This design comes from an exercise in tuning for small area and a short achievable clock period on the open sky130 flow, not from production work.
The RTL was checked by simulation tests, not by an equivalence proof against the original design.

Design ALU, start of the top module:
module ALU (
    input             clk,
    input             rst,
    input             i_vld,
    input      [31:0] i_a,
    input      [31:0] i_b,
    input             opcode,
    output reg [31:0] o_res,
    output reg        o_res_vld,
    output reg        overflow
);
Size in the first run: ~4400 cells after synthesis, about 37000 um2 of cells after synthesis.
clock: 9.0 ns
lec_check: 0
abc_area: 1
cap_margin: 20
core_margin: 2
core_utilization: 40
cts_cluster_diameter: 100
cts_cluster_size: 30
place_density: 0.6
slew_margin: 20
standard.sh (not shown) runs the stock make flow with config.mk's settings and CLKGATE_MAP_FILE= SYNTH_SCRIPT=/design/flow/synth_recipe.tcl, a recipe that flattens the netlist after the stock synthesis.
==> flow/flow/run.sh <==
#!/bin/bash
# Standard ORFS layout, with timing repair aiming for a shorter period than
# the clock constraint: repair_timing's setup margin is raised so that the
# resizer keeps working on paths that already meet the 9 ns clock.
set -euo pipefail
MARGIN=$(cat flow/margin.txt)
bash standard.sh synth > synth.log 2>&1
bash standard.sh SETUP_SLACK_MARGIN=$MARGIN finish > layout.log 2>&1
==> flow/flow/margin.txt <==
6.1
Change:
==> flow/flow/margin.txt (replaced) <==
6.2
Setup slack is worse by 0.017 ns.
Global-route usage hardly moves.
Worst hold slack is worse by 0.0072 ns.
First-iteration DRC count came out higher by about 4%.
Cell count stays flat.
Count of clock-buffer cells in the layout does not change.
Critical path depth stays the same.

* * *

== oak ==
Another version of the RTL of ALU (not shown whole).
For scale: ~430 flip-flops, ~100 I/O pins.
clock: 9.0 ns
lec_check: 0
abc_area: 1
cap_margin: 20
core_margin: 2
core_utilization: 55
place_density: 0.7
setup_slack_margin: 5
slew_margin: 20
run.sh (not shown) runs the stock make flow with config.mk's settings and CLKGATE_MAP_FILE= SYNTH_SCRIPT=/design/flow/synth_recipe.tcl, a recipe that flattens the netlist after the stock synthesis.
Stock flow here: none of the scripts above is used.
Relative to oak, the following input files were edited for pine:
# oak
export LEC_CHECK = 0
export ABC_AREA = 1
export CAP_MARGIN = 20
export CORE_MARGIN = 2
export CORE_UTILIZATION = 55
export PLACE_DENSITY = 0.7
export SETUP_SLACK_MARGIN = 5
export SLEW_MARGIN = 20
create_clock -name core_clock -period 9.0 [get_ports {clk}]
# pine
export LEC_CHECK = 0
export CAP_MARGIN = 20
export CORE_MARGIN = 2
export CORE_UTILIZATION = 40
export PLACE_DENSITY = 0.6
export SLEW_MARGIN = 20
create_clock -name core_clock -period 9.0 [get_ports {clk}]
--- outcome ---
Status | oak and pine | clean. In the flow results for oak and pine, the maximum cell stage delay along the critical path is larger on oak. Setup slack in pine is smaller than in oak. Summary: with oak as the reference, maximum frequency from static timing analysis in pine moved down by more than a quarter. In the flow results for oak and pine, the post-placement worst setup slack is larger on oak. Of pine and oak, it is pine that has the higher ratio of routed vias to standard cells. When pine is measured against oak, its fraction of final layout cells with drive strength greater than 1 turns out 0.23 points lower. Going from oak to pine, number of antenna violations at the first check in global routing now sits higher; worst hold slack now sits higher.
> inputs changed (pine -> birch)
# pine
export LEC_CHECK = 0
export CAP_MARGIN = 20
export CORE_MARGIN = 2
export CORE_UTILIZATION = 40
export PLACE_DENSITY = 0.6
export SLEW_MARGIN = 20
create_clock -name core_clock -period 9.0 [get_ports {clk}]
# birch
export LEC_CHECK = 0
export ABC_AREA = 1
export CAP_MARGIN = 20
export CORE_MARGIN = 2
export CORE_UTILIZATION = 40
export PLACE_DENSITY = 0.6
export SETUP_SLACK_MARGIN = 5
export SLEW_MARGIN = 20
create_clock -name core_clock -period 9.0 [get_ports {clk}]
### Flow results
pine → birch: worst setup slack higher.
Source of the critical timing path = b1[14]: birch; source of the critical timing path = t2[71]: pine

* * *

Starting RTL as in the previous note.
Settings: LEC_CHECK=0, ABC_AREA=1, CAP_MARGIN=20, CORE_MARGIN=2, CORE_UTILIZATION=40, CTS_BUF_LIST=sky130_fd_sc_hd__clkbuf_4 sky130_fd_sc_hd__clkbuf_8, PLACE_DENSITY=0.6, SETUP_SLACK_MARGIN=5, SLEW_MARGIN=20; clock period 9.0 ns.
The baseline finished clean.
Rerun with:
==> flow/flow/run.sh (new file) <==
#!/bin/bash
# Standard ORFS layout, with timing repair aiming for a shorter period than
# the clock constraint: repair_timing's setup margin is raised so that the
# resizer keeps working on paths that already meet the 9 ns clock.
set -euo pipefail
MARGIN=$(cat flow/margin.txt)
bash standard.sh synth > synth.log 2>&1
bash standard.sh SETUP_SLACK_MARGIN=$MARGIN finish > layout.log 2>&1
==> flow/flow/margin.txt (new file) <==
5.6
==> flow/standard.sh (new file) <==
#!/bin/bash
# synth_recipe.tcl (not shown) runs the flow's synth.tcl, then flattens the netlist and writes it again
# the make line also repeats each setting of config.mk as NAME=value (left out here)
make -C /OpenROAD-flow-scripts/flow DESIGN_CONFIG=/design/flow/config.mk WORK_HOME=/design/flow/orfs CLKGATE_MAP_FILE= SYNTH_SCRIPT=/design/flow/synth_recipe.tcl "${@:-finish}"
Settings changed: CORE_UTILIZATION 40 to 55, CTS_BUF_LIST sky130_fd_sc_hd__clkbuf_4 sky130_fd_sc_hd__clkbuf_8 to unset, PLACE_DENSITY 0.6 to 0.7, SETUP_SLACK_MARGIN 5 to unset.
removed: flow/run.sh
After rerunning: Cell count fell by about 4.7%; design area grows by about 6%; clock-buffer cell count came out lower by 54; utilization went up by 20 points; wire length drops by 2.2%; worst setup slack improves by 79 ps; global-route usage grows by 8.9 points.

-- static timing again, ports no longer ideal --
No port has a modelled driver above. Below, the same layouts with a new extraction and two added sets of constraints. Step 1: set_driving_cell puts a clkbuf_16 on clk and a buf_2 on each other input, an assumption about the parent block. Step 2 times the ports against the registers' clock, not the clock port: input delays grow and output delays shrink by t, the midpoint of the rising clock arrivals with the driver on. Three values: ideal, step 1, step 2; two values: the first two.
run | t, ns | slack for setup (ns) | worst slew at a driven data input, ns
the first run of note 1 | 0.705 | 6.080 / 6.022 / 5.485 | 0.11
the second run of note 1 | 0.716 | 6.063 / 5.991 / 5.530 | 0.10
oak | 0.659 | 4.922 / 4.922 / 4.922 | 0.07
pine | 0.682 | 3.309 / 3.309 / 3.309 | 0.14
birch | 0.688 | 4.974 / 4.974 / 4.974 | 0.07
the first run of note 3 | 0.760 | 4.946 / 4.946 / 4.946 | 0.07
the second run of note 3 | 0.659 | 5.025 / 5.025 / 5.025 | 0.07
After both steps every run listed still meets setup and hold. For the first run of note 1, which loses most, drivers alone change the setup slack by -0.058 ns; drivers and shift together by -0.595 ns.
